Background: an optimization exercise with open tools, aiming at small area and a short achievable clock period. Do not read the settings as production practice.
The RTL was checked by simulation tests, not by an equivalence proof against the original design.

===== flow/flow/args.txt =====
SETUP_SLACK_MARGIN=9.5
BUFFER_PORTS_ARGS=-buffer_cell sky130_fd_sc_hd__buf_2

===== flow/constraint.sdc =====
create_clock -name core_clock -period 16.0 [get_ports {clk}]
set_input_delay 3.2000 -clock core_clock [delete_from_list [all_inputs] [get_ports {clk}]]
set_output_delay 3.2000 -clock core_clock [all_outputs]
set_load 0.01 [all_outputs]

===== flow/standard.sh =====
#!/bin/bash
# synth_recipe.tcl (not shown) runs the flow's synth.tcl, then flattens the netlist and writes it again
# the make line also repeats each setting of config.mk as NAME=value (left out here)
make -C /OpenROAD-flow-scripts/flow DESIGN_CONFIG=/design/flow/config.mk WORK_HOME=/design/flow/orfs CLKGATE_MAP_FILE= SYNTH_SCRIPT=/design/flow/synth_recipe.tcl "${@:-finish}"

===== flow/config.mk =====
export PLATFORM = sky130hd
export DESIGN_NAME = axis_eth_fcs
export DESIGN_NICKNAME = axis_eth_fcs
export VERILOG_FILES = /design/flow/design.v
export SDC_FILE = /design/flow/constraint.sdc
export NUM_CORES = 4
export LEC_CHECK = 0
export CAP_MARGIN = 20
export CORE_MARGIN = 2
export CORE_UTILIZATION = 40
export SETUP_SLACK_MARGIN = 0.3
export SLEW_MARGIN = 20
export DONT_USE_CELLS += sky130_fd_sc_hd__xor3_1 sky130_fd_sc_hd__xor3_2 sky130_fd_sc_hd__xor3_4 sky130_fd_sc_hd__xnor3_1 sky130_fd_sc_hd__xnor3_2 sky130_fd_sc_hd__xnor3_4

===== flow/design.v =====
`timescale 1ns / 1ps
module axis_eth_fcs
(
    input  wire        clk,
    input  wire        rst,
    input  wire [127:0]  input_axis_tdata,
    input  wire [15:0]   input_axis_tstrb,
    input  wire          input_axis_tvalid,
    output wire          input_axis_tready,
    input  wire          input_axis_tlast,
    output wire [31:0] output_fcs,
    output wire        output_fcs_valid
);
reg [31:0] crc_raw;
reg [1:0] crc_pad;
reg crc_restart;
reg fcs_valid_reg;
wire [15:0] s = input_axis_tstrb;
wire [31:0] crc;
wire [31:0] u1, u2, u3;
wire p32 = crc_raw[27] ^ crc_raw[29];
wire p33 = crc_raw[28] ^ crc_raw[30];
wire p34 = crc_raw[25] ^ crc_raw[31];
wire p35 = crc_raw[26] ^ p33;
wire p36 = crc_raw[24] ^ p32;
wire p37 = p34 ^ p36;
wire p38 = crc_raw[26] ^ crc_raw[31];
wire p39 = p32 ^ p38;
wire p40 = crc_raw[24] ^ crc_raw[27];
wire p41 = crc_raw[24] ^ p35;
wire p42 = crc_raw[25] ^ p35;
wire p43 = crc_raw[27] ^ p33;
wire p44 = crc_raw[28] ^ crc_raw[29];
wire p45 = p34 ^ p35;
wire p46 = crc_raw[26] ^ crc_raw[30];
wire p47 = crc_raw[30] ^ p32;
wire p48 = crc_raw[28] ^ p40;
assign u1[0] = p37;
assign u1[1] = p42;
assign u1[2] = p39;
assign u1[3] = p43;
assign u1[4] = crc_raw[31] ^ p44;
assign u1[5] = crc_raw[29] ^ crc_raw[30];
assign u1[6] = crc_raw[25] ^ crc_raw[30] ^ p36;
assign u1[7] = p45;
assign u1[8] = crc_raw[0] ^ p39;
assign u1[9] = crc_raw[1] ^ crc_raw[24] ^ crc_raw[29] ^ p33 ^ p34;
assign u1[10] = crc_raw[2] ^ p40 ^ p46;
assign u1[11] = crc_raw[3] ^ crc_raw[27] ^ crc_raw[28] ^ p34;
assign u1[12] = crc_raw[4] ^ crc_raw[26] ^ p44;
assign u1[13] = crc_raw[5] ^ p47;
assign u1[14] = crc_raw[6] ^ crc_raw[31] ^ p33;
assign u1[15] = crc_raw[7] ^ crc_raw[29] ^ crc_raw[31];
assign u1[16] = crc_raw[8] ^ crc_raw[30] ^ p37;
assign u1[17] = crc_raw[9] ^ p45;
assign u1[18] = crc_raw[10] ^ p39;
assign u1[19] = crc_raw[11] ^ p43;
assign u1[20] = crc_raw[12] ^ crc_raw[25] ^ p48;
assign u1[21] = crc_raw[13] ^ p38 ^ p48;
assign u1[22] = crc_raw[14] ^ crc_raw[24] ^ crc_raw[28] ^ crc_raw[31];
assign u1[23] = crc_raw[15] ^ crc_raw[25] ^ crc_raw[29];
assign u1[24] = crc_raw[16] ^ p37 ^ p46;
assign u1[25] = crc_raw[17] ^ crc_raw[29] ^ p41;
assign u1[26] = crc_raw[18] ^ p34 ^ p47;
assign u1[27] = crc_raw[19] ^ p36 ^ p42;
assign u1[28] = crc_raw[20] ^ p41;
assign u1[29] = crc_raw[21] ^ p32 ^ p34;
assign u1[30] = crc_raw[22] ^ p35 ^ p37;
assign u1[31] = crc_raw[23] ^ p41;
wire q32 = crc_raw[19] ^ crc_raw[21];
wire q33 = crc_raw[20] ^ crc_raw[22];
wire q34 = crc_raw[17] ^ crc_raw[23];
wire q35 = crc_raw[18] ^ crc_raw[24];
wire q36 = crc_raw[16] ^ crc_raw[28];
wire q37 = crc_raw[25] ^ crc_raw[27];
wire q38 = crc_raw[26] ^ crc_raw[29];
wire q39 = crc_raw[30] ^ q32;
wire q40 = crc_raw[31] ^ q33;
wire q41 = crc_raw[24] ^ crc_raw[30];
wire q42 = q34 ^ q39;
wire q43 = crc_raw[25] ^ q35;
wire q44 = crc_raw[23] ^ crc_raw[29];
wire q45 = crc_raw[19] ^ crc_raw[26];
wire q46 = crc_raw[28] ^ q40;
wire q47 = crc_raw[20] ^ crc_raw[31];
wire q48 = crc_raw[22] ^ crc_raw[31];
wire q49 = crc_raw[24] ^ crc_raw[27];
wire q50 = q36 ^ q40;
wire q51 = crc_raw[16] ^ q35;
wire q52 = q32 ^ q34;
wire q53 = q36 ^ q37;
wire q54 = crc_raw[17] ^ crc_raw[28];
wire q55 = q35 ^ q38;
wire q56 = q37 ^ q39;
wire q57 = q41 ^ q45;
wire q58 = crc_raw[21] ^ q37;
wire q59 = crc_raw[17] ^ q36;
wire q60 = crc_raw[30] ^ q34;
wire q61 = crc_raw[21] ^ q49;
wire q62 = crc_raw[27] ^ crc_raw[29];
wire q63 = crc_raw[19] ^ crc_raw[20];
wire q64 = crc_raw[25] ^ q63;
wire q65 = crc_raw[16] ^ q42;
wire q66 = crc_raw[23] ^ q38;
wire q67 = crc_raw[18] ^ q38;
wire q68 = q40 ^ q51;
assign u2[0] = q52 ^ q53;
assign u2[1] = q33 ^ q54 ^ q55;
assign u2[2] = crc_raw[18] ^ q44 ^ q56;
assign u2[3] = q46 ^ q57;
assign u2[4] = q44 ^ q47 ^ q58;
assign u2[5] = crc_raw[21] ^ crc_raw[22] ^ crc_raw[26] ^ crc_raw[28] ^ q41;
assign u2[6] = crc_raw[29] ^ q32 ^ q48 ^ q59;
assign u2[7] = crc_raw[18] ^ crc_raw[29] ^ q33 ^ q60;
assign u2[8] = crc_raw[23] ^ crc_raw[31] ^ q35 ^ q39;
assign u2[9] = q34 ^ q50 ^ q61;
assign u2[10] = crc_raw[19] ^ crc_raw[22] ^ q51 ^ q62;
assign u2[11] = crc_raw[28] ^ q60 ^ q64;
assign u2[12] = crc_raw[21] ^ q47 ^ q55;
assign u2[13] = crc_raw[22] ^ q56;
assign u2[14] = crc_raw[23] ^ crc_raw[26] ^ q46;
assign u2[15] = q44 ^ q61;
assign u2[16] = crc_raw[0] ^ crc_raw[22] ^ q49 ^ q65;
assign u2[17] = crc_raw[1] ^ q34 ^ q43 ^ q46;
assign u2[18] = crc_raw[2] ^ q32 ^ q43 ^ q66;
assign u2[19] = crc_raw[3] ^ q33 ^ q37 ^ q57;
assign u2[20] = crc_raw[4] ^ crc_raw[16] ^ crc_raw[17] ^ q45 ^ q47;
assign u2[21] = crc_raw[5] ^ crc_raw[18] ^ crc_raw[23] ^ q36 ^ q64;
assign u2[22] = crc_raw[6] ^ crc_raw[20] ^ crc_raw[24] ^ q53 ^ q66;
assign u2[23] = crc_raw[7] ^ q38 ^ q41 ^ q54 ^ q58;
assign u2[24] = crc_raw[8] ^ q48 ^ q65 ^ q67;
assign u2[25] = crc_raw[9] ^ crc_raw[21] ^ crc_raw[30] ^ q43 ^ q50;
assign u2[26] = crc_raw[10] ^ crc_raw[25] ^ q38 ^ q48 ^ q52;
assign u2[27] = crc_raw[11] ^ crc_raw[26] ^ q33 ^ q39 ^ q43 ^ q59;
assign u2[28] = crc_raw[12] ^ q50 ^ q67;
assign u2[29] = crc_raw[13] ^ q42 ^ q62;
assign u2[30] = crc_raw[14] ^ q37 ^ q42 ^ q68;
assign u2[31] = crc_raw[15] ^ crc_raw[26] ^ crc_raw[27] ^ q68;
wire r32 = crc_raw[13] ^ crc_raw[31];
wire r33 = crc_raw[12] ^ crc_raw[14];
wire r34 = crc_raw[11] ^ crc_raw[15];
wire r35 = crc_raw[16] ^ crc_raw[25];
wire r36 = crc_raw[21] ^ crc_raw[24];
wire r37 = crc_raw[10] ^ crc_raw[26];
wire r38 = crc_raw[8] ^ crc_raw[9];
wire r39 = crc_raw[17] ^ crc_raw[19];
wire r40 = crc_raw[18] ^ crc_raw[20];
wire r41 = crc_raw[22] ^ crc_raw[29];
wire r42 = crc_raw[23] ^ r33;
wire r43 = r32 ^ r38;
wire r44 = crc_raw[27] ^ r35;
wire r45 = crc_raw[12] ^ crc_raw[30];
wire r46 = crc_raw[13] ^ r34;
wire r47 = crc_raw[22] ^ r37;
wire r48 = crc_raw[21] ^ crc_raw[28];
wire r49 = crc_raw[16] ^ crc_raw[27];
wire r50 = crc_raw[15] ^ r36;
wire r51 = crc_raw[17] ^ crc_raw[20];
wire r52 = crc_raw[18] ^ crc_raw[23];
wire r53 = crc_raw[30] ^ r42;
wire r54 = crc_raw[20] ^ r43;
wire r55 = crc_raw[24] ^ r39;
wire r56 = crc_raw[26] ^ r34;
wire r57 = r33 ^ r44;
wire r58 = crc_raw[11] ^ r41;
wire r59 = crc_raw[14] ^ r32;
wire r60 = crc_raw[28] ^ r42;
wire r61 = crc_raw[8] ^ crc_raw[29];
wire r62 = r35 ^ r53;
wire r63 = crc_raw[9] ^ r40;
wire r64 = r39 ^ r48;
wire r65 = r46 ^ r47;
wire r66 = r40 ^ r49;
wire r67 = crc_raw[28] ^ r39;
wire r68 = r45 ^ r50;
wire r69 = crc_raw[11] ^ crc_raw[14];
wire r70 = crc_raw[25] ^ crc_raw[30];
wire r71 = r36 ^ r70;
wire r72 = crc_raw[15] ^ r60;
wire r73 = crc_raw[16] ^ crc_raw[19];
wire r74 = crc_raw[31] ^ r61;
wire r75 = crc_raw[9] ^ crc_raw[27];
wire r76 = r34 ^ r41;
wire r77 = r45 ^ r51;
wire r78 = crc_raw[10] ^ r52;
wire r79 = crc_raw[14] ^ r43;
wire r80 = crc_raw[17] ^ crc_raw[28];
wire r81 = crc_raw[8] ^ r62;
wire r82 = r41 ^ r46;
assign u3[0] = r54 ^ r55 ^ r56;
assign u3[1] = crc_raw[10] ^ crc_raw[21] ^ r57 ^ r63;
assign u3[2] = r64 ^ r65;
assign u3[3] = r42 ^ r58 ^ r66;
assign u3[4] = crc_raw[13] ^ crc_raw[23] ^ r67 ^ r68;
assign u3[5] = crc_raw[24] ^ r35 ^ r40 ^ r41 ^ r59;
assign u3[6] = crc_raw[23] ^ r54 ^ r69 ^ r71;
assign u3[7] = crc_raw[9] ^ crc_raw[25] ^ crc_raw[31] ^ r33 ^ r47 ^ r50;
assign u3[8] = crc_raw[23] ^ r44 ^ r65;
assign u3[9] = crc_raw[19] ^ r49 ^ r54 ^ r72;
assign u3[10] = r37 ^ r48 ^ r69 ^ r73 ^ r74;
assign u3[11] = r75 ^ r76 ^ r77;
assign u3[12] = crc_raw[16] ^ r32 ^ r45 ^ r48 ^ r78;
assign u3[13] = r55 ^ r58 ^ r59;
assign u3[14] = crc_raw[15] ^ crc_raw[25] ^ r40 ^ r53;
assign u3[15] = crc_raw[26] ^ r32 ^ r50 ^ r73;
assign u3[16] = crc_raw[19] ^ crc_raw[22] ^ crc_raw[24] ^ r44 ^ r56 ^ r79;
assign u3[17] = crc_raw[9] ^ r37 ^ r44 ^ r51 ^ r72;
assign u3[18] = crc_raw[18] ^ crc_raw[29] ^ r36 ^ r37 ^ r46 ^ r49 ^ r80;
assign u3[19] = crc_raw[18] ^ crc_raw[30] ^ r57 ^ r58 ^ r67;
assign u3[20] = crc_raw[11] ^ crc_raw[24] ^ crc_raw[28] ^ crc_raw[29] ^ r38 ^ r45 ^ r52;
assign u3[21] = crc_raw[25] ^ r34 ^ r37 ^ r61 ^ r77;
assign u3[22] = crc_raw[8] ^ r39 ^ r66 ^ r68;
assign u3[23] = crc_raw[22] ^ r32 ^ r35 ^ r63 ^ r64;
assign u3[24] = crc_raw[0] ^ r36 ^ r76 ^ r78 ^ r79;
assign u3[25] = crc_raw[1] ^ r32 ^ r47 ^ r51 ^ r81;
assign u3[26] = crc_raw[2] ^ crc_raw[17] ^ r36 ^ r52 ^ r56 ^ r59 ^ r75;
assign u3[27] = crc_raw[3] ^ crc_raw[11] ^ r40 ^ r43 ^ r47 ^ r57 ^ r80;
assign u3[28] = crc_raw[4] ^ crc_raw[10] ^ crc_raw[27] ^ r36 ^ r40 ^ r60 ^ r74;
assign u3[29] = crc_raw[5] ^ crc_raw[9] ^ crc_raw[19] ^ crc_raw[28] ^ r71 ^ r82;
assign u3[30] = crc_raw[6] ^ crc_raw[10] ^ r38 ^ r55 ^ r62 ^ r82;
assign u3[31] = crc_raw[7] ^ crc_raw[10] ^ crc_raw[18] ^ crc_raw[19] ^ r81;
assign crc = crc_pad == 2'd0 ? crc_raw :
             crc_pad == 2'd1 ? u1 :
             crc_pad == 2'd2 ? u2 : u3;
assign input_axis_tready = 1'b1;
assign output_fcs = ~crc;
assign output_fcs_valid = fcs_valid_reg;
wire [31:0] c = crc | {32{crc_restart}};
wire [3:0] sw;
assign sw[0] = s[12];
assign sw[1] = s[8] & ~s[12];
assign sw[2] = s[4] & ~s[8];
assign sw[3] = ~s[4];
wire pad0 = ~s[1] | (s[2] & ~s[3]) | (s[4] & ~s[5]) | (s[6] & ~s[7]) |
            (s[8] & ~s[9]) | (s[10] & ~s[11]) | (s[12] & ~s[13]) | (s[14] & ~s[15]);
wire pad1 = ~s[1] | (s[1] & ~s[2]) | (s[4] & ~s[5]) | (s[5] & ~s[6]) |
            (s[8] & ~s[9]) | (s[9] & ~s[10]) | (s[12] & ~s[13]) | (s[13] & ~s[14]);
wire [127:0] dm;
genvar b;
generate
    for (b = 0; b < 16; b = b + 1) begin : mask
        if (b % 4 == 0) begin : keep
            assign dm[8*b +: 8] = input_axis_tdata[8*b +: 8];
        end else begin : zero
            assign dm[8*b +: 8] = input_axis_tdata[8*b +: 8] & {8{s[b]}};
        end
    end
endgenerate
wire [127:0] x0 = dm ^ {96'h0, c};
wire [127:0] w;
assign w[31:0]   = x0[31:0] & {32{sw[0]}};
assign w[63:32]  = (x0[63:32] & {32{sw[0]}}) | (x0[31:0] & {32{sw[1]}});
assign w[95:64]  = (x0[95:64] & {32{sw[0]}}) | (x0[63:32] & {32{sw[1]}}) |
                   (x0[31:0] & {32{sw[2]}});
assign w[127:96] = (x0[127:96] & {32{sw[0]}}) | (x0[95:64] & {32{sw[1]}}) |
                   (x0[63:32] & {32{sw[2]}}) | (x0[31:0] & {32{sw[3]}});
wire [31:0] t;
wire x128 = w[5] ^ w[14];
wire x129 = w[29] ^ w[75];
wire x130 = w[33] ^ w[103];
wire x131 = w[6] ^ w[44];
wire x132 = w[7] ^ w[36];
wire x133 = w[8] ^ w[37];
wire x134 = w[47] ^ w[67];
wire x135 = w[3] ^ w[76];
wire x136 = w[4] ^ w[77];
wire x137 = w[10] ^ w[96];
wire x138 = w[12] ^ w[98];
wire x139 = w[22] ^ x128;
wire x140 = w[24] ^ w[80];
wire x141 = w[30] ^ w[68];
wire x142 = w[48] ^ w[69];
wire x143 = w[11] ^ w[32];
wire x144 = w[23] ^ w[71];
wire x145 = w[2] ^ w[118];
wire x146 = w[15] ^ w[27];
wire x147 = w[17] ^ w[70];
wire x148 = w[18] ^ w[45];
wire x149 = w[46] ^ w[99];
wire x150 = w[83] ^ x130;
wire x151 = w[16] ^ w[28];
wire x152 = w[34] ^ w[35];
wire x153 = w[57] ^ x131;
wire x154 = w[20] ^ x135;
wire x155 = w[72] ^ w[101];
wire x156 = w[21] ^ x136;
wire x157 = w[38] ^ w[39];
wire x158 = w[25] ^ w[41];
wire x159 = w[31] ^ w[74];
wire x160 = w[43] ^ w[119];
wire x161 = w[49] ^ w[122];
wire x162 = w[56] ^ w[73];
wire x163 = w[78] ^ w[100];
wire x164 = w[13] ^ w[26];
wire x165 = w[50] ^ w[123];
wire x166 = w[95] ^ w[120];
wire x167 = w[19] ^ x129;
wire x168 = w[51] ^ w[124];
wire x169 = w[52] ^ w[125];
wire x170 = w[94] ^ x133;
wire x171 = w[53] ^ w[126];
wire x172 = w[79] ^ x132;
wire x173 = w[54] ^ w[127];
wire x174 = w[40] ^ w[110];
wire x175 = w[0] ^ w[9];
wire x176 = w[102] ^ x140;
wire x177 = x137 ^ x139;
wire x178 = w[1] ^ w[85];
wire x179 = w[62] ^ w[82];
wire x180 = w[104] ^ x142;
wire x181 = w[58] ^ w[114];
wire x182 = w[59] ^ w[115];
wire x183 = w[61] ^ w[84];
wire x184 = w[63] ^ w[65];
wire x185 = w[81] ^ x141;
wire x186 = w[97] ^ x143;
wire x187 = w[112] ^ x162;
wire x188 = w[42] ^ w[92];
wire x189 = w[64] ^ w[66];
wire x190 = w[105] ^ x152;
wire x191 = w[113] ^ x153;
wire x192 = w[86] ^ w[106];
wire x193 = w[87] ^ w[107];
wire x194 = w[88] ^ w[108];
wire x195 = w[60] ^ w[89];
wire x196 = w[109] ^ x157;
wire x197 = w[90] ^ w[117];
wire x198 = w[116] ^ x134;
wire x199 = x138 ^ x144;
wire x200 = w[93] ^ x164;
wire x201 = w[121] ^ x147;
wire x202 = w[91] ^ w[111];
wire x203 = w[55] ^ x150;
wire x204 = x146 ^ x160;
wire x205 = x151 ^ x166;
wire x206 = x149 ^ x156;
wire x207 = x155 ^ x173;
wire x208 = x169 ^ x191;
wire x209 = x148 ^ x174;
wire x210 = x171 ^ x181;
wire x211 = x145 ^ x170;
wire x212 = x158 ^ x163;
wire x213 = w[100] ^ x179;
wire x214 = x159 ^ x165;
wire x215 = x183 ^ x188;
wire x216 = x128 ^ x154;
wire x217 = x167 ^ x192;
wire x218 = x184 ^ x190;
wire x219 = x150 ^ x182;
wire x220 = w[48] ^ x178;
wire x221 = w[66] ^ x196;
wire x222 = x172 ^ x177;
wire x223 = w[40] ^ x176;
wire x224 = x168 ^ x187;
wire x225 = w[94] ^ x198;
wire x226 = x129 ^ x161;
wire x227 = x186 ^ x204;
wire x228 = w[15] ^ x189;
wire x229 = w[19] ^ x130;
wire x230 = w[25] ^ w[47];
wire x231 = w[56] ^ x199;
wire x232 = x180 ^ x205;
wire x233 = w[16] ^ x201;
wire x234 = w[57] ^ x200;
wire x235 = w[18] ^ w[58];
wire x236 = w[29] ^ x175;
wire x237 = w[65] ^ x194;
wire x238 = x171 ^ x193;
wire x239 = w[23] ^ w[67];
wire x240 = w[52] ^ x220;
wire x241 = w[86] ^ x195;
wire x242 = w[32] ^ w[69];
wire x243 = w[53] ^ w[70];
wire x244 = w[22] ^ x197;
wire x245 = w[72] ^ w[76];
wire x246 = w[46] ^ w[89];
wire x247 = w[62] ^ w[121];
wire x248 = w[77] ^ x185;
wire x249 = x202 ^ x207;
wire x250 = w[111] ^ x223;
wire x251 = w[42] ^ x211;
wire x252 = w[7] ^ w[74];
wire x253 = w[8] ^ x182;
wire x254 = w[1] ^ x159;
wire x255 = w[60] ^ x203;
wire x256 = x177 ^ x212;
wire x257 = w[2] ^ x228;
wire x258 = w[4] ^ w[79];
wire x259 = w[101] ^ x230;
wire x260 = x178 ^ x231;
wire x261 = x214 ^ x232;
wire x262 = w[27] ^ w[96];
wire x263 = w[31] ^ x134;
wire x264 = w[33] ^ x155;
wire x265 = w[43] ^ x180;
wire x266 = w[45] ^ w[120];
wire x267 = w[49] ^ x168;
wire x268 = w[83] ^ x149;
wire x269 = x213 ^ x262;
wire x270 = x216 ^ x217;
wire x271 = w[12] ^ x206;
wire x272 = w[13] ^ x170;
wire x273 = w[28] ^ w[97];
wire x274 = w[50] ^ x169;
wire x275 = w[71] ^ w[102];
wire x276 = x131 ^ x163;
wire x277 = x193 ^ x272;
wire x278 = w[6] ^ x139;
wire x279 = w[38] ^ x156;
wire x280 = w[51] ^ x238;
wire x281 = w[59] ^ w[98];
wire x282 = w[106] ^ x161;
wire x283 = w[20] ^ w[78];
wire x284 = w[61] ^ x165;
wire x285 = w[73] ^ x240;
wire x286 = w[80] ^ x167;
wire x287 = x221 ^ x241;
wire x288 = x286 ^ x287;
wire x289 = w[21] ^ w[91];
wire x290 = w[87] ^ x160;
wire x291 = w[90] ^ w[108];
wire x292 = w[116] ^ x243;
wire x293 = w[11] ^ w[35];
wire x294 = w[30] ^ x147;
wire x295 = w[41] ^ x172;
wire x296 = w[54] ^ x208;
wire x297 = w[88] ^ x166;
wire x298 = x133 ^ x140;
wire x299 = x134 ^ x144;
wire x300 = w[93] ^ x210;
wire x301 = x132 ^ x209;
wire x302 = w[17] ^ w[92];
wire x303 = w[105] ^ x143;
wire x304 = x244 ^ x303;
wire x305 = w[9] ^ w[15];
wire x306 = w[68] ^ w[99];
wire x307 = w[81] ^ w[103];
wire x308 = w[125] ^ x194;
wire x309 = w[126] ^ x195;
wire x310 = x224 ^ x251;
wire x311 = x173 ^ x248;
wire x312 = w[7] ^ w[95];
wire x313 = w[14] ^ x225;
wire x314 = w[121] ^ x179;
wire x315 = w[3] ^ w[34];
wire x316 = w[44] ^ w[104];
wire x317 = x138 ^ x145;
wire x318 = x148 ^ x149;
wire x319 = x175 ^ x176;
wire x320 = x183 ^ x227;
wire x321 = x185 ^ x255;
wire x322 = x187 ^ x256;
wire x323 = w[10] ^ w[63];
wire x324 = w[75] ^ x215;
wire x325 = w[117] ^ x190;
wire x326 = w[119] ^ x135;
wire x327 = x164 ^ x229;
wire x328 = x185 ^ x259;
wire x329 = x191 ^ x213;
wire x330 = x258 ^ x261;
wire x331 = w[64] ^ x181;
wire x332 = w[85] ^ x218;
wire x333 = x132 ^ x266;
wire x334 = x136 ^ x270;
wire x335 = x233 ^ x265;
wire x336 = x234 ^ x264;
wire x337 = x263 ^ x331;
wire x338 = x267 ^ x268;
wire x339 = w[32] ^ x146;
wire x340 = w[48] ^ w[119];
wire x341 = w[73] ^ w[84];
wire x342 = x161 ^ x192;
wire x343 = x189 ^ x216;
wire x344 = x201 ^ x273;
wire x345 = x218 ^ x274;
wire x346 = x219 ^ x235;
wire x347 = x271 ^ x340;
wire x348 = x277 ^ x346;
wire x349 = w[82] ^ w[84];
wire x350 = x148 ^ x152;
wire x351 = x163 ^ x282;
wire x352 = x198 ^ x278;
wire x353 = x236 ^ x237;
wire x354 = x279 ^ x352;
wire x355 = x280 ^ x281;
wire x356 = w[6] ^ x222;
wire x357 = w[102] ^ w[104];
wire x358 = w[107] ^ x141;
wire x359 = x133 ^ x239;
wire x360 = x283 ^ x356;
wire x361 = x284 ^ x358;
wire x362 = x288 ^ x359;
wire x363 = w[27] ^ w[112];
wire x364 = w[45] ^ x151;
wire x365 = w[78] ^ x129;
wire x366 = x131 ^ x158;
wire x367 = x154 ^ x174;
wire x368 = x168 ^ x242;
wire x369 = x222 ^ x289;
wire x370 = x291 ^ x292;
wire x371 = x174 ^ x296;
wire x372 = x196 ^ x202;
wire x373 = x206 ^ x236;
wire x374 = x215 ^ x245;
wire x375 = x257 ^ x293;
wire x376 = x294 ^ x297;
wire x377 = x299 ^ x376;
wire x378 = w[43] ^ x157;
wire x379 = w[55] ^ x246;
wire x380 = w[107] ^ x199;
wire x381 = w[118] ^ x188;
wire x382 = x247 ^ x300;
wire x383 = w[3] ^ w[113];
wire x384 = w[28] ^ w[65];
wire x385 = w[118] ^ x138;
wire x386 = x219 ^ x249;
wire x387 = x269 ^ x383;
wire x388 = w[4] ^ w[114];
wire x389 = w[13] ^ x137;
wire x390 = w[35] ^ x276;
wire x391 = w[87] ^ x260;
wire x392 = w[93] ^ w[122];
wire x393 = x145 ^ x302;
wire x394 = x154 ^ x159;
wire x395 = x304 ^ x392;
wire x396 = x388 ^ x394;
wire x397 = w[24] ^ w[34];
wire x398 = w[39] ^ w[55];
wire x399 = x186 ^ x239;
wire x400 = w[49] ^ x154;
wire x401 = w[124] ^ x138;
wire x402 = x141 ^ x175;
wire x403 = x146 ^ x212;
wire x404 = w[23] ^ w[113];
wire x405 = w[42] ^ x197;
wire x406 = w[50] ^ x306;
wire x407 = w[59] ^ x308;
wire x408 = x156 ^ x158;
wire x409 = x234 ^ x305;
wire x410 = x254 ^ x405;
wire x411 = w[26] ^ w[39];
wire x412 = w[109] ^ x226;
wire x413 = w[11] ^ w[22];
wire x414 = w[81] ^ w[127];
wire x415 = x413 ^ x414;
wire x416 = w[19] ^ x310;
wire x417 = w[111] ^ w[115];
wire x418 = w[120] ^ x184;
wire x419 = x203 ^ x252;
wire x420 = x417 ^ x418;
wire x421 = x419 ^ x420;
wire x422 = w[8] ^ x224;
wire x423 = w[17] ^ w[83];
wire x424 = w[5] ^ w[99];
wire x425 = w[30] ^ w[79];
wire x426 = x205 ^ x252;
wire x427 = x210 ^ x245;
wire x428 = x250 ^ x424;
wire x429 = w[0] ^ w[26];
wire x430 = w[46] ^ x214;
wire x431 = w[76] ^ x253;
wire x432 = w[80] ^ w[122];
wire x433 = w[109] ^ x311;
wire x434 = w[63] ^ w[110];
wire x435 = w[123] ^ x144;
wire x436 = w[20] ^ x312;
wire x437 = w[41] ^ x242;
wire x438 = w[0] ^ x153;
wire x439 = w[24] ^ x290;
wire x440 = w[64] ^ x165;
wire x441 = w[96] ^ x309;
wire x442 = w[16] ^ w[21];
wire x443 = w[5] ^ x197;
wire x444 = w[14] ^ w[98];
wire x445 = x137 ^ x142;
wire x446 = x314 ^ x444;
wire x447 = x445 ^ x446;
wire x448 = w[90] ^ x142;
assign t[0] = w[62] ^ w[91] ^ x147 ^ x184 ^ x225 ^ x226 ^ x254 ^ x315 ^ x316 ^ x317 ^ x318 ^ x319 ^ x320 ^ x321 ^ x322;
assign t[1] = x186 ^ x257 ^ x260 ^ x318 ^ x323 ^ x324 ^ x325 ^ x326 ^ x327 ^ x328 ^ x329 ^ x330;
assign t[2] = x143 ^ x176 ^ x269 ^ x317 ^ x332 ^ x333 ^ x334 ^ x335 ^ x336 ^ x337 ^ x338;
assign t[3] = w[36] ^ x275 ^ x276 ^ x328 ^ x339 ^ x341 ^ x342 ^ x343 ^ x344 ^ x345 ^ x347 ^ x348;
assign t[4] = w[37] ^ w[60] ^ w[85] ^ x155 ^ x172 ^ x228 ^ x261 ^ x275 ^ x327 ^ x349 ^ x350 ^ x351 ^ x353 ^ x354 ^ x355;
assign t[5] = w[103] ^ x207 ^ x233 ^ x237 ^ x285 ^ x325 ^ x338 ^ x339 ^ x357 ^ x360 ^ x361 ^ x362;
assign t[6] = w[1] ^ x170 ^ x192 ^ x195 ^ x221 ^ x231 ^ x268 ^ x290 ^ x345 ^ x363 ^ x364 ^ x365 ^ x366 ^ x367 ^ x368 ^ x369 ^ x370;
assign t[7] = w[33] ^ w[45] ^ w[100] ^ w[106] ^ x164 ^ x244 ^ x273 ^ x280 ^ x295 ^ x298 ^ x371 ^ x372 ^ x373 ^ x374 ^ x375 ^ x377;
assign t[8] = w[16] ^ x248 ^ x249 ^ x256 ^ x263 ^ x285 ^ x298 ^ x301 ^ x315 ^ x353 ^ x363 ^ x378 ^ x379 ^ x380 ^ x381 ^ x382;
assign t[9] = w[40] ^ x180 ^ x200 ^ x215 ^ x258 ^ x278 ^ x350 ^ x362 ^ x370 ^ x384 ^ x385 ^ x386 ^ x387;
assign t[10] = w[54] ^ w[75] ^ x221 ^ x229 ^ x259 ^ x301 ^ x384 ^ x389 ^ x390 ^ x391 ^ x393 ^ x395 ^ x396;
assign t[11] = w[66] ^ w[88] ^ w[115] ^ w[123] ^ x202 ^ x209 ^ x211 ^ x270 ^ x295 ^ x336 ^ x347 ^ x357 ^ x397 ^ x398 ^ x399;
assign t[12] = w[58] ^ w[119] ^ x166 ^ x187 ^ x188 ^ x190 ^ x229 ^ x246 ^ x250 ^ x277 ^ x354 ^ x400 ^ x401 ^ x402 ^ x403;
assign t[13] = w[47] ^ w[101] ^ w[106] ^ w[112] ^ w[121] ^ x152 ^ x232 ^ x307 ^ x360 ^ x378 ^ x404 ^ x406 ^ x407 ^ x408 ^ x409 ^ x410;
assign t[14] = w[51] ^ w[82] ^ w[105] ^ w[107] ^ x146 ^ x181 ^ x186 ^ x223 ^ x251 ^ x309 ^ x335 ^ x369 ^ x390 ^ x404 ^ x411 ^ x412;
assign t[15] = w[38] ^ w[52] ^ w[92] ^ w[95] ^ w[97] ^ w[101] ^ w[105] ^ w[114] ^ x135 ^ x151 ^ x172 ^ x175 ^ x199 ^ x204 ^ x209 ^ x219 ^ x282 ^ x284 ^ x291 ^ x294 ^ x298 ^ x366 ^ x415;
assign t[16] = w[3] ^ w[72] ^ w[75] ^ w[82] ^ x136 ^ x139 ^ x151 ^ x196 ^ x200 ^ x227 ^ x243 ^ x299 ^ x351 ^ x361 ^ x416 ^ x421;
assign t[17] = w[9] ^ w[68] ^ w[84] ^ w[94] ^ w[108] ^ w[116] ^ x157 ^ x204 ^ x247 ^ x264 ^ x330 ^ x343 ^ x365 ^ x371 ^ x380 ^ x397 ^ x422 ^ x423;
assign t[18] = w[67] ^ w[108] ^ w[117] ^ x148 ^ x201 ^ x208 ^ x305 ^ x332 ^ x341 ^ x368 ^ x389 ^ x398 ^ x408 ^ x412 ^ x425 ^ x426 ^ x427 ^ x428;
assign t[19] = w[6] ^ w[42] ^ w[71] ^ w[85] ^ w[97] ^ w[118] ^ x130 ^ x169 ^ x189 ^ x210 ^ x217 ^ x233 ^ x293 ^ x301 ^ x322 ^ x429 ^ x430 ^ x431 ^ x432 ^ x433;
assign t[20] = w[25] ^ w[26] ^ w[29] ^ w[45] ^ w[69] ^ w[70] ^ w[77] ^ w[86] ^ x176 ^ x183 ^ x222 ^ x238 ^ x306 ^ x329 ^ x386 ^ x400 ^ x416 ^ x434 ^ x435;
assign t[21] = w[18] ^ w[33] ^ w[61] ^ w[124] ^ x177 ^ x208 ^ x211 ^ x226 ^ x237 ^ x249 ^ x279 ^ x302 ^ x337 ^ x391 ^ x406 ^ x429 ^ x436 ^ x437;
assign t[22] = w[13] ^ w[23] ^ w[51] ^ w[56] ^ w[88] ^ w[125] ^ x158 ^ x161 ^ x253 ^ x265 ^ x288 ^ x289 ^ x300 ^ x307 ^ x312 ^ x313 ^ x323 ^ x374 ^ x385 ^ x423 ^ x430 ^ x438;
assign t[23] = w[39] ^ w[58] ^ w[70] ^ w[99] ^ x179 ^ x209 ^ x267 ^ x285 ^ x304 ^ x311 ^ x313 ^ x316 ^ x324 ^ x409 ^ x431 ^ x436 ^ x439 ^ x440 ^ x441;
assign t[24] = w[34] ^ w[53] ^ w[77] ^ w[127] ^ x178 ^ x180 ^ x217 ^ x235 ^ x274 ^ x281 ^ x307 ^ x326 ^ x349 ^ x377 ^ x395 ^ x422 ^ x428 ^ x442;
assign t[25] = w[0] ^ w[10] ^ w[72] ^ w[102] ^ x162 ^ x198 ^ x218 ^ x220 ^ x266 ^ x296 ^ x314 ^ x320 ^ x334 ^ x355 ^ x379 ^ x432 ^ x435;
assign t[26] = w[24] ^ w[47] ^ w[63] ^ w[74] ^ w[123] ^ x151 ^ x162 ^ x173 ^ x193 ^ x194 ^ x206 ^ x240 ^ x247 ^ x283 ^ x321 ^ x333 ^ x342 ^ x375 ^ x401 ^ x427 ^ x438 ^ x443;
assign t[27] = w[112] ^ w[124] ^ x153 ^ x227 ^ x241 ^ x292 ^ x295 ^ x308 ^ x319 ^ x348 ^ x433 ^ x440 ^ x442 ^ x447;
assign t[28] = w[38] ^ w[54] ^ w[91] ^ w[109] ^ w[110] ^ w[126] ^ x134 ^ x141 ^ x167 ^ x235 ^ x246 ^ x275 ^ x310 ^ x387 ^ x407 ^ x426 ^ x437 ^ x439 ^ x443;
assign t[29] = w[8] ^ w[59] ^ w[127] ^ x155 ^ x160 ^ x167 ^ x203 ^ x208 ^ x230 ^ x297 ^ x344 ^ x372 ^ x381 ^ x396 ^ x402 ^ x434 ^ x441 ^ x448;
assign t[30] = w[64] ^ w[68] ^ w[71] ^ w[89] ^ x140 ^ x271 ^ x313 ^ x367 ^ x382 ^ x393 ^ x403 ^ x411 ^ x415 ^ x421 ^ x448;
assign t[31] = w[17] ^ w[43] ^ w[44] ^ w[61] ^ w[73] ^ w[95] ^ x145 ^ x189 ^ x200 ^ x207 ^ x250 ^ x253 ^ x255 ^ x364 ^ x373 ^ x399 ^ x410 ^ x425 ^ x447;
always @(posedge clk or posedge rst) begin
    if (rst) begin
        crc_restart <= 1'b1;
        fcs_valid_reg <= 1'b0;
    end else begin
        fcs_valid_reg <= input_axis_tvalid & input_axis_tlast;
        if (input_axis_tvalid) begin
            crc_restart <= input_axis_tlast;
        end
    end
end
always @(posedge clk) begin
    if (input_axis_tvalid) begin
        crc_raw <= t;
        crc_pad <= {pad1, pad0};
    end
end
endmodule

===== flow/flow/downsize.py =====
#!/usr/bin/env python3
"""Set every combinational cell of a synthesized netlist to its smallest
drive strength (_1, or _0 where the platform has no _1 ... as listed in the
liberty file); flip-flops keep their cells. The timing repair later sizes up
what the constraints need."""
import re, sys
net, lib = sys.argv[1], sys.argv[2]
cells = set(re.findall(r'^\s*cell\s*\(\s*"?(sky130_fd_sc_hd__\w+?)"?\s*\)', open(lib).read(), re.M))
dont = set(sys.argv[3:])
def smallest(name):
    m = re.match(r'(sky130_fd_sc_hd__[a-z0-9]+?)_(\d+)$', name)
    if not m:
        return name
    base = m.group(1)
    if re.match(r'sky130_fd_sc_hd__(e?df|sdf|dl|conb|tap|fill|decap|clk)', base):
        return name
    for d in ("1", "0"):
        cand = "%s_%s" % (base, d)
        if cand in cells and cand not in dont:
            if int(d) < int(m.group(2)):
                return cand
            return name
    return name
src = open(net).read()
n = [0]
def sub(mo):
    new = smallest(mo.group(1))
    if new != mo.group(1):
        n[0] += 1
    return new + mo.group(2)
out = re.sub(r'\b(sky130_fd_sc_hd__\w+)(\s+[\\\w])', sub, src)
open(net, "w").write(out)
print("downsized", n[0], "cells")

===== flow/flow/run.sh =====
#!/bin/bash
set -euo pipefail
cd "$(dirname "$0")/.."
if [[ -f flow/extra.mk ]]; then cat flow/extra.mk >> config.mk; fi
mapfile -t ARGS < <(grep -v '^\s*$' flow/args.txt)
bash standard.sh synth > flow_synth.log 2>&1
RES=orfs/results/${FLOW_PLATFORM}/axis_eth_fcs/base
cp $RES/1_2_yosys.v flow_1_2_yosys_standard.v
LIB=$(ls ${FLOW_HOME}/platforms/${FLOW_PLATFORM}/lib/sky130_fd_sc_hd__tt_025C_1v80.lib)
python3 flow/downsize.py $RES/1_2_yosys.v $LIB > flow_downsize.log 2>&1
touch $RES/1_2_yosys.v
bash standard.sh "${ARGS[@]}" finish > flow_finish.log 2>&1

===== flow/flow/extra.mk =====
export DONT_USE_CELLS += sky130_fd_sc_hd__xor3_1 sky130_fd_sc_hd__xor3_2 sky130_fd_sc_hd__xor3_4 sky130_fd_sc_hd__xnor3_1 sky130_fd_sc_hd__xnor3_2 sky130_fd_sc_hd__xnor3_4

==> results of run 1 <==
-- layout by cell type (no fill, tap or decap), types with 6 or more instances in the layout --
cell type	n
sky130_fd_sc_hd__clkbuf_16	9
sky130_fd_sc_hd__o21ai_0	21
sky130_fd_sc_hd__xor2_4	8
sky130_fd_sc_hd__a221oi_1	9
sky130_fd_sc_hd__o21ai_1	11
sky130_fd_sc_hd__xnor2_2	105
sky130_fd_sc_hd__inv_1	14
sky130_fd_sc_hd__a21oi_1	46
sky130_fd_sc_hd__xnor2_4	13
sky130_fd_sc_hd__o22ai_1	7
sky130_fd_sc_hd__buf_12	8
sky130_fd_sc_hd__o211ai_1	16
sky130_fd_sc_hd__nand3_1	16
sky130_fd_sc_hd__mux2_1	8
sky130_fd_sc_hd__a211oi_1	10
sky130_fd_sc_hd__xnor2_1	829
sky130_fd_sc_hd__a222oi_1	25
sky130_fd_sc_hd__xor2_1	216
sky130_fd_sc_hd__mux2i_1	29
sky130_fd_sc_hd__a22o_1	17
sky130_fd_sc_hd__and3_1	8
sky130_fd_sc_hd__buf_2	177
sky130_fd_sc_hd__a31oi_1	7
sky130_fd_sc_hd__xor2_2	35
sky130_fd_sc_hd__and2_1	24
sky130_fd_sc_hd__nor2_4	6
sky130_fd_sc_hd__nand2_1	153
sky130_fd_sc_hd__nor2_1	52
sky130_fd_sc_hd__a22oi_1	32
sky130_fd_sc_hd__edfxtp_1	34
sky130_fd_sc_hd__nand2b_1	7
sky130_fd_sc_hd__o21a_1	7
sky130_fd_sc_hd__buf_4	155
sky130_fd_sc_hd__nor3_1	18
-- tightest hold or removal path: stages, from the launching register on --
cell,delay (ns)
sky130_fd_sc_hd__dfstp_2,0.36
sky130_fd_sc_hd__buf_4,0.32
sky130_fd_sc_hd__clkinv_1,0.52
sky130_fd_sc_hd__o21bai_1,0.14
-- worst paths after layout --
kind / from / end / cells past startpoint
worst max register to register: crc_raw[26]$_DFFE_PP_ / crc_raw[21]$_DFFE_PP_ / 17
worst max-delay path: input_axis_tstrb[12] / crc_raw[25]$_DFFE_PP_ / 14
max in group asynchronous: rst / crc_restart$_DFFE_PP1P_ / 2
worst min register to register: crc_restart$_DFFE_PP1P_ / crc_restart$_DFFE_PP1P_ / 3
min in group asynchronous: rst / fcs_valid_reg$_DFF_PP0_ / 2
worst min-delay path: crc_restart$_DFFE_PP1P_ / crc_restart$_DFFE_PP1P_ / 3
-- layer usage --
layer / up-vias / global-route usage [%] / part of all wire (%)
li1: 7213 / - / -
met1: 8101 / 55.19 / 36
met2: 1363 / 72.02 / 43
met3: 438 / 7.827 / 10
met4: 0 / 35.59 / 10
met5: - / 0 / 0
-- through the flow --
step | instances | util, % | hold slack (ns) | area, um2 | setup slack (ns)
after floorplan | 2026 | - | 0.8488 | 16160 | 9.532
after global placement | 2712 | 45.23 | 1.304 | 18010 | 7.533
after detailed placement | 2712 | 45.28 | 1.302 | 18030 | 7.580
after CTS | 2771 | 49.83 | 1.314 | 19840 | 9.478
after global routing | 2801 | 52.24 | 1.399 | 20800 | 9.445
final | 2802 | 52.25 | 1.379 | 20810 | 9.491
-- timing repair --
| action | CTS | global route |
|---|---|---|
| pin swaps | 16 | 20 |
| cloned | 2 | 4 |
| buffers inserted | 49 | 26 |
| setup endpoints to repair | 49 | 43 |
| resized for setup | 202 | 87 |
-- cell type report --
| class | count | area, um2 | area share [%] |
|---|---|---|---|
| Antenna cell | 1 | 2.502 | 0.01203 |
| Clock buffer | 5 | 125.1 | 0.6014 |
| Clock inverter | 3 | 18.77 | 0.09020 |
| Inverter | 18 | 75.07 | 0.3608 |
| Multi-Input combinational cell | 1866 | 16430 | 78.95 |
| Sequential cell | 36 | 1072 | 5.154 |
| Tap cell | 525 | 656.9 | 3.157 |
| Timing Repair Buffer | 348 | 2430 | 11.68 |
==> flow_summary.yaml, run 1 <==
run_status:
  status: "failed layout checks"
  violatedChecks: "capacitance limit"
clock_network:
  tritoncts: "built"
  tritoncts_num_sinks: 36
  ctsLongestPathBuffers: 2
  clk_transition_reported_paths_ns: 0.07
  cts-htree-levels: 2
  cts_buffers: 5
  cts_hold_buf: 0
  cts_root_buf: "sky130_fd_sc_hd__clkbuf_16"
  clock_insertion_delay_worst_skew_ns: 0.29
setup_path:
  crit_path_end_kind: "flop"
  cp_max_fo: 27
  worst_path_buffer_plus_inverter_count: 5
  critPathLaunchType: "input pin"
  critPathSlowestCell: "sky130_fd_sc_hd__a2bb2oi_1"
  cp_cell_sequence: "buf_16, clkinvlp_4, buf_12, nand2_1, buf_12, buf_4, a2bb2oi_1, xnor2_1, xor2_1, xnor2_1, xnor2_1, xnor2_1, xnor2_1, xnor2_1"
  critical_path.top_delay_family: "XOR/XNOR gates"
  cpPeakStageDelay_ns: 0.71
  critical_path_arrival_ns: 6.54
  critPathMostFrequentCell: "sky130_fd_sc_hd__xnor2_1"
  worst-r2r-setup-slack_ns: 9.88
  worstSetupPathType: "in2reg"
  required_ns: 16.03
layout:
  num-nets-final: 2423
  registers.top_by_ff_count: "crc_raw"
  fillerInstances: 3896
  largest_register_ff_count: 32
  post_route_cells_drive_above_1_share_pct: 25.53
  area_growth_pct: 28.85
  largestRegisters: "crc_raw: 32 flops, crc_pad: 2 flops"
worst_hold_path:
  holdCritPathClass: "reg2reg"
sta:
  fmax_ghz: 0.1536
  setup-violations-final: 0
  final_period_minus_worst_setup_slack_ns: 6.509
  fin_skew_ns: 0.01336
  final.setup.tns_ns: 0
  final_hold_violations: 0
  worst-slew-pin-transition_ns: 1.506
  maxSlewViolCount: 2
  normalized_max_slew_margin_pct: -1.013
  grt_setup_unrepaired: "true"
  finalCritPeriodShare_pct: 40.68
die:
  core.rowCount: 73
  initial_utilization_pct: 40.55
  chip_width_um: 204.9
  fp.dieH_um: 204.9
  fp.coreArea_mm2: 0.03982
  die_area_mm2: 0.04199
  ioPinCount: 182
yosys:
  netlist_area_before_placement_mm2: 0.01615
  postSynthNetCount: 2174
  synthesis.area_per_instance_um2: 7.970
  synthesis.yosys.warnings: 1
  syn-instance-count: 2026
grt:
  first_global_vias: 16400
  grt_max_degree: 51
  global_route_wire_length_before_repair_um: 131900
  track_usage_pct: 45.70
  grt.overflow.total: 0
  grt_antenna_before_repair: 1
place:
  portBuffers: 179
  routability_driven_placement_congestion_ratio: 1.107
  detailed_place_hpwl_um: 79040
routing:
  viasPerCell: 6.108
  postRouteAntennaNets: 0
  detailroute.via_count: 17120
  detail_route.iter0.violations: 2400
  detail_route.drc_violations: 0
  postRouteWirelength_um: 97620
  drt-pass1-iter-count: 7
  route.detailed.wl_per_inst_um: 34.84
flow_run:
  maxCapViolations: 1
==> inputs of run 2 (changes only) <==
==> flow/flow/args.txt (replaced) <==
SETUP_SLACK_MARGIN=9.0
BUFFER_PORTS_ARGS=-buffer_cell sky130_fd_sc_hd__buf_2
==> run 2 against run 1 <==
  * The run now finishes clean
  * Non-clock buffer count fell by 69
  * Via count fell by 3.3%
  * Synthesized cell count did not move
  * Register-to-register slack got worse by 0.53 ns
  * Area after synthesis stayed put
  * Clock skew rose by 0.00097 ns
  * Sequential share of layout area up 0.49 points
  * Count of clock-buffer cells in the layout is the same
  * Global-route usage fell by 1.2 points
==> flow_summary.yaml, run 2 <==
sta:
  normalized_max_slew_margin_pct: 19.08
  fin_skew_ns: 0.01432
  final_hold_violations: 0
  worst-slew-pin-transition_ns: 1.214
  fmax_ghz: 0.1420
  setup-violations-final: 0
  maxSlewViolCount: 0
  final.setup.tns_ns: 0
  grt_setup_unrepaired: "true"
  final_period_minus_worst_setup_slack_ns: 7.040
  finalCritPeriodShare_pct: 44.00
clock_network:
  cts_buffers: 5
  tritoncts_num_sinks: 36
  tritoncts: "built"
  cts_hold_buf: 0
  ctsLongestPathBuffers: 2
  clock_insertion_delay_worst_skew_ns: 0.31
  clk_transition_reported_paths_ns: 0.07
  cts-htree-levels: 2
  cts_root_buf: "sky130_fd_sc_hd__clkbuf_16"
worst_hold_path:
  holdCritPathClass: "reg2reg"
layout:
  mostFrequentLayoutCell: "sky130_fd_sc_hd__xnor2_1"
  post_route_cells_drive_above_1_share_pct: 17.85
  num-nets-final: 2354
  layout.cells.most_common_list: "899 x sky130_fd_sc_hd__xnor2_1, 237 x sky130_fd_sc_hd__xor2_1, 178 x sky130_fd_sc_hd__buf_2, 156 x sky130_fd_sc_hd__nand2_1, 95 x sky130_fd_sc_hd__buf_4"
  area_growth_pct: 17.64
  postLayoutCellArea_mm2: 0.01900
  largest_register_ff_count: 32
  largestRegisters: "crc_raw: 32 flops, crc_pad: 2 flops"
  registers.top_by_ff_count: "crc_raw"
yosys:
  synthesis.area_per_instance_um2: 7.970
  synthesis.yosys.warnings: 1
  syn-instance-count: 2026
  netlist_area_before_placement_mm2: 0.01615
  postSynthNetCount: 2174
routing:
  detail_route.drc_violations: 0
  detailroute.via_count: 16560
  detail_route.iter0.violations: 2143
  viasPerCell: 6.058
  postRouteAntennaNets: 0
  drt-pass1-iter-count: 9
  postRouteWirelength_um: 94630
  route.detailed.wl_per_inst_um: 34.62
grt:
  grt_max_degree: 63
  global_route_wire_length_before_repair_um: 128200
  grt_antenna_before_repair: 3
  grt.overflow.total: 0
  first_global_vias: 15870
  track_usage_pct: 44.49
die:
  fp.dieH_um: 204.9
  core.rowCount: 73
  fp.coreArea_mm2: 0.03982
  ioPinCount: 182
  initial_utilization_pct: 40.55
  die_area_mm2: 0.04199
  chip_width_um: 204.9
setup_path:
  critPathLaunchType: "input pin"
  worstSetupPathType: "in2reg"
  required_ns: 16.06
  critPathSlowestCell: "sky130_fd_sc_hd__xnor2_1"
  crit_path_end_kind: "flop"
  critPathMostFrequentCell: "sky130_fd_sc_hd__xnor2_1"
  cp_cell_sequence: "buf_6, clkinv_1, buf_4, nand2_4, o2bb2a_1, xnor2_1, xnor2_1, xnor2_1, xnor2_1, xnor2_1, xnor2_1, xnor2_1"
  cp_max_fo: 34
  critical_path_arrival_ns: 7.10
  cpPeakStageDelay_ns: 0.94
place:
  detailed_place_hpwl_um: 79150
  portBuffers: 179
  routability_driven_placement_congestion_ratio: 1.124
  post_dp_cell_area_mm2: 0.01793
flow_run:
  maxCapViolations: 0
run_status:
  status: "timing/DRC/antenna clean"
run 2: area by class of cell:
cell class / count / area [um2]
Antenna cell: 1 / 2.502
Timing Repair Buffer: 279 / 1687
Multi-Input combinational cell: 1866 / 15360
Fill cell: 4118 / 20830
Sequential cell: 36 / 1072
Clock buffer: 5 / 125.1
Inverter: 18 / 71.32
Clock inverter: 3 / 18.77
Tap cell: 525 / 656.9
run 2: through the flow:
| step | hold slack (ns) | worst slack (ns) | std cells | utilization, % |
|---|---|---|---|---|
| 2_1_floorplan | 0.8488 | 9.328 | 2026 | - |
| 3_3_place_gp | 1.318 | 7.370 | 2703 | 45.02 |
| 3_5_place_dp | 1.341 | 7.291 | 2704 | 45.03 |
| 4_1_cts | 1.350 | 8.913 | 2725 | 46.75 |
| 5_1_grt | 1.384 | 8.902 | 2732 | 47.69 |
| 6_report | 1.395 | 8.960 | 2733 | 47.70 |
run 2: worst max-delay path, delay by kind of cell:
kind / cells / cell delay (ns)
compound gates: 1 / 0.54
xor+xnor: 7 / 2.41
buf+inv: 3 / 0.65
simple gates: 1 / 0.28
run 2: metal layers:
layer / part of all wire, % / up-vias / global-route usage [%]
li1: - / 7072 / -
met1: 37 / 7873 / 53.18
met2: 44 / 1232 / 71.21
met3: 9.5 / 379 / 7.429
met4: 10 / 0 / 33.97
met5: 0 / - / 0
run 2: final timing paths:
kind,startpoint,to,slack (ns),cells after the start
worst max-delay path,input_axis_tstrb[12],crc_raw[3]$_DFFE_PP_,8.96,12
worst min-delay path,crc_restart$_DFFE_PP1P_,crc_restart$_DFFE_PP1P_,1.39,3
worst min register to register,crc_restart$_DFFE_PP1P_,crc_restart$_DFFE_PP1P_,1.39,3
max in group asynchronous,rst,crc_restart$_DFFE_PP1P_,13.07,2
worst max register to register,crc_raw[30]$_DFFE_PP_,crc_raw[22]$_DFFE_PP_,9.35,16
min in group asynchronous,rst,fcs_valid_reg$_DFF_PP0_,2.73,2
run 2: timing repair:
action / 4_1_cts / 5_1_grt
pin swaps: 7 / 3
gates resized for setup: 70 / 51
setup buffers: 13 / 7
setup endpoints to repair: 34 / 34
==> inputs of run 3 (changes only) <==
==> flow/flow/args.txt (replaced) <==
SETUP_SLACK_MARGIN=9.25
BUFFER_PORTS_ARGS=-buffer_cell sky130_fd_sc_hd__buf_2
GPL_ROUTABILITY_DRIVEN=0
==> run 3 against run 2 <==
  * Still clean on timing, DRC and antenna
  * Core utilization is 0.51 points higher
  * Routed wire length decreased by 13%
  * Synthesized cell count is the same
  * Area after synthesis did not move
  * First-iteration DRC count up 46%
  * Final area increased by 1.1%
  * Critical path depth increased by 2
  * Cell count fell by 0.26%
  * Register-to-register slack improved by 0.02 ns
==> flow_summary.yaml, run 3 <==
clock_network:
  cts_buffers: 5
  cts_hold_buf: 0
  clock_insertion_delay_worst_skew_ns: 0.29
  tritoncts_num_sinks: 36
  ctsLongestPathBuffers: 2
  cts_root_buf: "sky130_fd_sc_hd__clkbuf_16"
  clk_transition_reported_paths_ns: 0.06
  cts-htree-levels: 2
  tritoncts: "built"
yosys:
  postSynthNetCount: 2174
  netlist_area_before_placement_mm2: 0.01615
  synthesis.area_per_instance_um2: 7.970
  synthesis.yosys.warnings: 1
  syn-instance-count: 2026
grt:
  grt_antenna_before_repair: 4
  grt_max_degree: 64
  track_usage_pct: 38.02
  global_route_wire_length_before_repair_um: 114100
  first_global_vias: 15930
  grt.overflow.total: 0
place:
  detailed_place_hpwl_um: 64600
  portBuffers: 179
  post_dp_cell_area_mm2: 0.01778
routing:
  route.detailed.wl_per_inst_um: 30.33
  detailroute.via_count: 17150
  postRouteAntennaNets: 0
  detail_route.iter0.violations: 3128
  postRouteWirelength_um: 82680
  drt-pass1-iter-count: 11
  viasPerCell: 6.290
  detail_route.drc_violations: 0
sta:
  worst-slew-pin-transition_ns: 1.381
  setup-violations-final: 0
  final_period_minus_worst_setup_slack_ns: 7.133
  final_hold_violations: 0
  finalCritPeriodShare_pct: 44.58
  final.setup.tns_ns: 0
  grt_setup_unrepaired: "true"
  fin_skew_ns: 0.007319
  normalized_max_slew_margin_pct: 6.957
  fmax_ghz: 0.1402
  worst_hold_slack_ns: 0.9123
  maxSlewViolCount: 0
die:
  ioPinCount: 182
  core.rowCount: 73
  fp.dieH_um: 204.9
  fp.coreArea_mm2: 0.03982
  chip_width_um: 204.9
  die_area_mm2: 0.04199
  initial_utilization_pct: 40.55
layout:
  largest_register_ff_count: 32
  layout.cells.most_common_list: "875 x sky130_fd_sc_hd__xnor2_1, 236 x sky130_fd_sc_hd__xor2_1, 178 x sky130_fd_sc_hd__buf_2, 155 x sky130_fd_sc_hd__nand2_1, 88 x sky130_fd_sc_hd__buf_4"
  largestRegisters: "crc_raw: 32 flops, crc_pad: 2 flops"
  registers.top_by_ff_count: "crc_raw"
  fillerInstances: 3874
  ff_latch_area_mm2: 0.001072
  post_route_cells_drive_above_1_share_pct: 18.81
  antennaDiodeCount: 0
  mostFrequentLayoutCell: "sky130_fd_sc_hd__xnor2_1"
  area_growth_pct: 18.88
  postLayoutCellArea_mm2: 0.01920
  num-nets-final: 2348
  multi_input_area_mm2: 0.01561
setup_path:
  crit_path_end_kind: "flop"
  critPathLaunchType: "input pin"
  required_ns: 16.03
  cp_max_fo: 39
  critical_path_arrival_ns: 7.16
  worstSetupPathType: "in2reg"
  worst-r2r-setup-slack_ns: 9.37
worst_hold_path:
  holdCritPathClass: "reg2reg"
run_status:
  status: "timing/DRC/antenna clean"
flow_run:
  maxCapViolations: 0
[run 3: final cells by class]
| cell class | count | area share (%) |
|---|---|---|
| Timing Repair Buffer | 273 | 8.499 |
| Clock inverter | 3 | 0.09776 |
| Tap cell | 525 | 3.422 |
| Sequential cell | 36 | 5.586 |
| Inverter | 18 | 0.4171 |
| Clock buffer | 5 | 0.6518 |
| Multi-Input combinational cell | 1866 | 81.33 |
[run 3: routing by layer]
| metal | vias to the layer above | wire length (um) | track usage [%] |
|---|---|---|---|
| li1 | 7048 | - | - |
| met2 | 1695 | 32350 | 54.97 |
| met4 | 2 | 8440 | 27.98 |
| met5 | - | 54 | 0 |
| met1 | 7876 | 27950 | 45.45 |
| met3 | 525 | 13880 | 14.78 |
[run 3: path summary, 6_finish.rpt]
kind / start / endpoint / cells past startpoint
hold reg to reg: crc_restart$_DFFE_PP1P_ / crc_restart$_DFFE_PP1P_ / 2
setup / recovery: input_axis_tstrb[4] / crc_raw[22]$_DFFE_PP_ / 14
hold / removal: crc_restart$_DFFE_PP1P_ / crc_restart$_DFFE_PP1P_ / 2
max in group asynchronous: rst / crc_restart$_DFFE_PP1P_ / 2
min in group asynchronous: rst / fcs_valid_reg$_DFF_PP0_ / 2
setup reg to reg: crc_raw[28]$_DFFE_PP_ / crc_raw[22]$_DFFE_PP_ / 15
[run 3: worst max-delay path, stage by stage]
cell	delay, ns
sky130_fd_sc_hd__buf_2	0.08
sky130_fd_sc_hd__buf_4	0.34
sky130_fd_sc_hd__inv_1	0.12
sky130_fd_sc_hd__nor2_2	0.13
sky130_fd_sc_hd__clkbuf_8	0.33
sky130_fd_sc_hd__a221oi_1	0.15
sky130_fd_sc_hd__buf_4	0.21
sky130_fd_sc_hd__xnor2_1	0.97
sky130_fd_sc_hd__xnor2_2	0.26
sky130_fd_sc_hd__xor2_1	0.52
sky130_fd_sc_hd__xnor2_1	0.16
sky130_fd_sc_hd__xnor2_1	0.34
sky130_fd_sc_hd__xnor2_1	0.16
sky130_fd_sc_hd__xnor2_1	0.16
[run 3: stage by stage]
step | setup slack [ns] | util (%) | std cells
2_1_floorplan | 9.328 | - | 2026
5_1_grt | 8.837 | 48.21 | 2726
3_3_place_gp | 6.884 | 44.63 | 2685
3_5_place_dp | 6.808 | 44.65 | 2685
6_report | 8.867 | 48.21 | 2726
4_1_cts | 9.258 | 46.27 | 2701
[run 3: what timing repair did]
action / CTS / global route
resized for setup: 74 / 79
gates cloned: 0 / 0
pin swaps: 4 / 13
hold endpoints to repair: 0 / 0
setup buffers: 8 / 23
endpoints found under the setup margin: 38 / 41
==> inputs of run 4 (changes only) <==
==> flow/flow/args.txt (replaced) <==
SETUP_SLACK_MARGIN=9.25
BUFFER_PORTS_ARGS=-buffer_cell sky130_fd_sc_hd__buf_2
SLEW_MARGIN=0
CAP_MARGIN=0
==> run 4 against run 3 <==
  * Worst setup slack improved by 0.35 ns
  * Critical path type unchanged
  * Via count decreased by 2.9%
  * Non-clock buffer count increased by 12
==> flow_summary.yaml, run 4 <==
layout:
  area_growth_pct: 20.54
  multi_input_area_mm2: 0.01574
  fillerInstances: 4021
  ff_latch_area_mm2: 0.001072
  layout.cells.most_common_list: "873 x sky130_fd_sc_hd__xnor2_1, 235 x sky130_fd_sc_hd__xor2_1, 177 x sky130_fd_sc_hd__buf_2, 156 x sky130_fd_sc_hd__nand2_1, 98 x sky130_fd_sc_hd__buf_4"
  largestRegisters: "crc_raw: 32 flops, crc_pad: 2 flops"
  mostFrequentLayoutCell: "sky130_fd_sc_hd__xnor2_1"
  post_route_cells_drive_above_1_share_pct: 19.93
  registers.top_by_ff_count: "crc_raw"
  largest_register_ff_count: 32
  num-nets-final: 2360
yosys:
  synthesis.yosys.warnings: 1
  synthesis.area_per_instance_um2: 7.970
  syn-instance-count: 2026
  postSynthNetCount: 2174
  netlist_area_before_placement_mm2: 0.01615
sta:
  fin_skew_ns: 0.01301
  grt_setup_unrepaired: "true"
  worst_hold_slack_ns: 1.395
  worst-slew-pin-transition_ns: 1.242
  final_hold_violations: 0
  finalWorstSetupSlack_ns: 9.217
  final_period_minus_worst_setup_slack_ns: 6.783
  setup-violations-final: 0
  finalCritPeriodShare_pct: 42.40
  fmax_ghz: 0.1474
  final.setup.tns_ns: 0
  maxSlewViolCount: 0
  normalized_max_slew_margin_pct: 16.67
grt:
  global_route_wire_length_before_repair_um: 128300
  track_usage_pct: 44.50
  grt_max_degree: 63
  grt.overflow.total: 0
  grt_antenna_before_repair: 3
  first_global_vias: 15920
place:
  routability_driven_placement_congestion_ratio: 1.124
  detailed_place_hpwl_um: 79200
  place_ws_ns: 7.295
  portBuffers: 179
worst_hold_path:
  holdCritPathClass: "reg2reg"
  hold_path.startpoint: "crc_restart$_DFFE_PP1P_"
die:
  initial_utilization_pct: 40.55
  fp.coreArea_mm2: 0.03982
  ioPinCount: 182
  core.rowCount: 73
  chip_width_um: 204.9
  die_area_mm2: 0.04199
  fp.dieH_um: 204.9
run_status:
  status: "timing/DRC/antenna clean"
setup_path:
  cp_max_fo: 49
  critPathMostFrequentCell: "sky130_fd_sc_hd__xnor2_1"
  required_ns: 16.02
  crit_path_end_kind: "flop"
  cp_cell_sequence: "buf_2, nor2b_4, clkbuf_8, and2_2, a222oi_1, o211ai_1, xor2_2, xnor2_1, xnor2_1, xnor2_1, xnor2_1, xnor2_1, xnor2_1"
  critPathLaunchType: "input pin"
  critPathSlowestCell: "sky130_fd_sc_hd__xor2_2"
  setup.worst_path.start: "input_axis_tstrb[8]"
  worstSetupPathType: "in2reg"
  crit-reg2reg-launch: "crc_pad[0]$_DFFE_PP_"
  critical_path_arrival_ns: 6.81
  cpPeakStageDelay_ns: 0.55
routing:
  viasPerCell: 6.071
  detail_route.iter0.violations: 2150
  drt-pass1-iter-count: 10
  postRouteWirelength_um: 94890
  detailroute.via_count: 16640
  route.detailed.wl_per_inst_um: 34.62
  detail_route.drc_violations: 0
  postRouteAntennaNets: 0
clock_network:
  clock_insertion_delay_worst_skew_ns: 0.30
  cts-htree-levels: 2
  tritoncts: "built"
  clk_transition_reported_paths_ns: 0.07
  tritoncts_num_sinks: 36
  ctsLongestPathBuffers: 2
  cts_root_buf: "sky130_fd_sc_hd__clkbuf_16"
  cts_buffers: 5
flow_run:
  maxCapViolations: 0
[run 4: cell types whose count changed in the layout (fill, tap and decap cells not counted), moves of 3 or more]
| cell | before | now |
|---|---|---|
| sky130_fd_sc_hd__a21oi_2 | 6 | 3 |
| sky130_fd_sc_hd__a221oi_1 | 13 | 8 |
| sky130_fd_sc_hd__a221oi_2 | 1 | 5 |
| sky130_fd_sc_hd__buf_12 | 1 | 4 |
| sky130_fd_sc_hd__buf_4 | 88 | 98 |
| sky130_fd_sc_hd__diode_2 | 0 | 3 |
| sky130_fd_sc_hd__nor2_1 | 55 | 52 |
| sky130_fd_sc_hd__nor2_4 | 0 | 5 |
[run 4: area by class of cell]
| cell class | instances | area share [%] |
|---|---|---|
| clock buffers | 5 | 0.6428 |
| clock inverters | 3 | 0.09642 |
| well taps | 525 | 3.375 |
| inverters | 18 | 0.3600 |
| multi-input cells | 1866 | 80.84 |
| diodes | 3 | 0.03857 |
| repair buffers | 285 | 9.141 |
| flip-flops and latches | 36 | 5.509 |
[run 4: timing repair]
action,in CTS,in global routing
gates resized for setup,122,61
gates cloned,0,0
pin swaps,9,8
hold buffers,0,0
setup endpoints to repair,42,39
buffers inserted,19,8
[run 4: critical path, delay by kind of cell]
| family | cells | cell delay (ns) |
|---|---|---|
| buffers and inverters | 2 | 0.48 |
| and+or+nand+nor | 2 | 0.49 |
| AOI/OAI and AO/OA | 2 | 0.77 |
| xor gates and xnor gates | 7 | 1.84 |
[run 4: stage by stage]
stage          instance area, um2  std cells  utilization (%)
6_report                    19460       2741            48.88
4_1_cts                     18980       2730            47.67
3_5_place_dp                17930       2703            45.02
2_1_floorplan               16150       2026                -
3_3_place_gp                17930       2703            45.02
5_1_grt                     19460       2738            48.86
[run 4: worst paths after layout]
path	cells past startpoint	slack, ns	end
setup / recovery	13	9.22	crc_raw[27]$_DFFE_PP_
hold / removal	3	1.39	crc_restart$_DFFE_PP1P_
setup reg to reg	14	9.51	crc_raw[18]$_DFFE_PP_
hold reg to reg	3	1.39	crc_restart$_DFFE_PP1P_
max in group asynchronous	2	13.06	crc_restart$_DFFE_PP1P_
min in group asynchronous	2	2.74	fcs_valid_reg$_DFF_PP0_
[run 4: metal layers]
metal	up-vias	track usage, %	wire (um)
li1	7083	-	-
met1	7903	52.32	34450
met2	1260	71.40	41630
met3	393	8.288	9343
met4	2	34.58	9452
met5	-	0	13

==> re-timing with driven ports <==
No port has a modelled driver above. Below, the same layouts with a new extraction and two added sets of constraints.
Step 1 sets driving cells, clkbuf_16 on the clock port and buf_2 on the other inputs (assumed; they add their load-dependent delay and slew).
Step 2, shift: input delay + t, output delay - t, t = (earliest + latest rising clock arrival at the registers) / 2. This alone moves slack from input paths to output paths.
Three values: ideal ports, drivers, drivers and shift; two values: the first two.
run	shift t [ns]	slack for setup (ns)	worst hold slack (ns)	worst setup path after step 2
run 1	0.329	9.491 / 9.306 / 8.977	1.379 / 1.379 / 1.379	input to register
run 2	0.344	8.960 / 8.975 / 8.631	1.395 / 1.395 / 1.395	input to register
run 3	0.336	8.867 / 8.892 / 8.556	0.912 / 0.912 / 0.912	input to register
run 4	0.337	9.217 / 9.182 / 8.903	1.395 / 1.395 / 1.395	input to register
The setup slack of run 1, which loses most, moves by -0.185 ns with the drivers and by -0.514 ns with both steps.
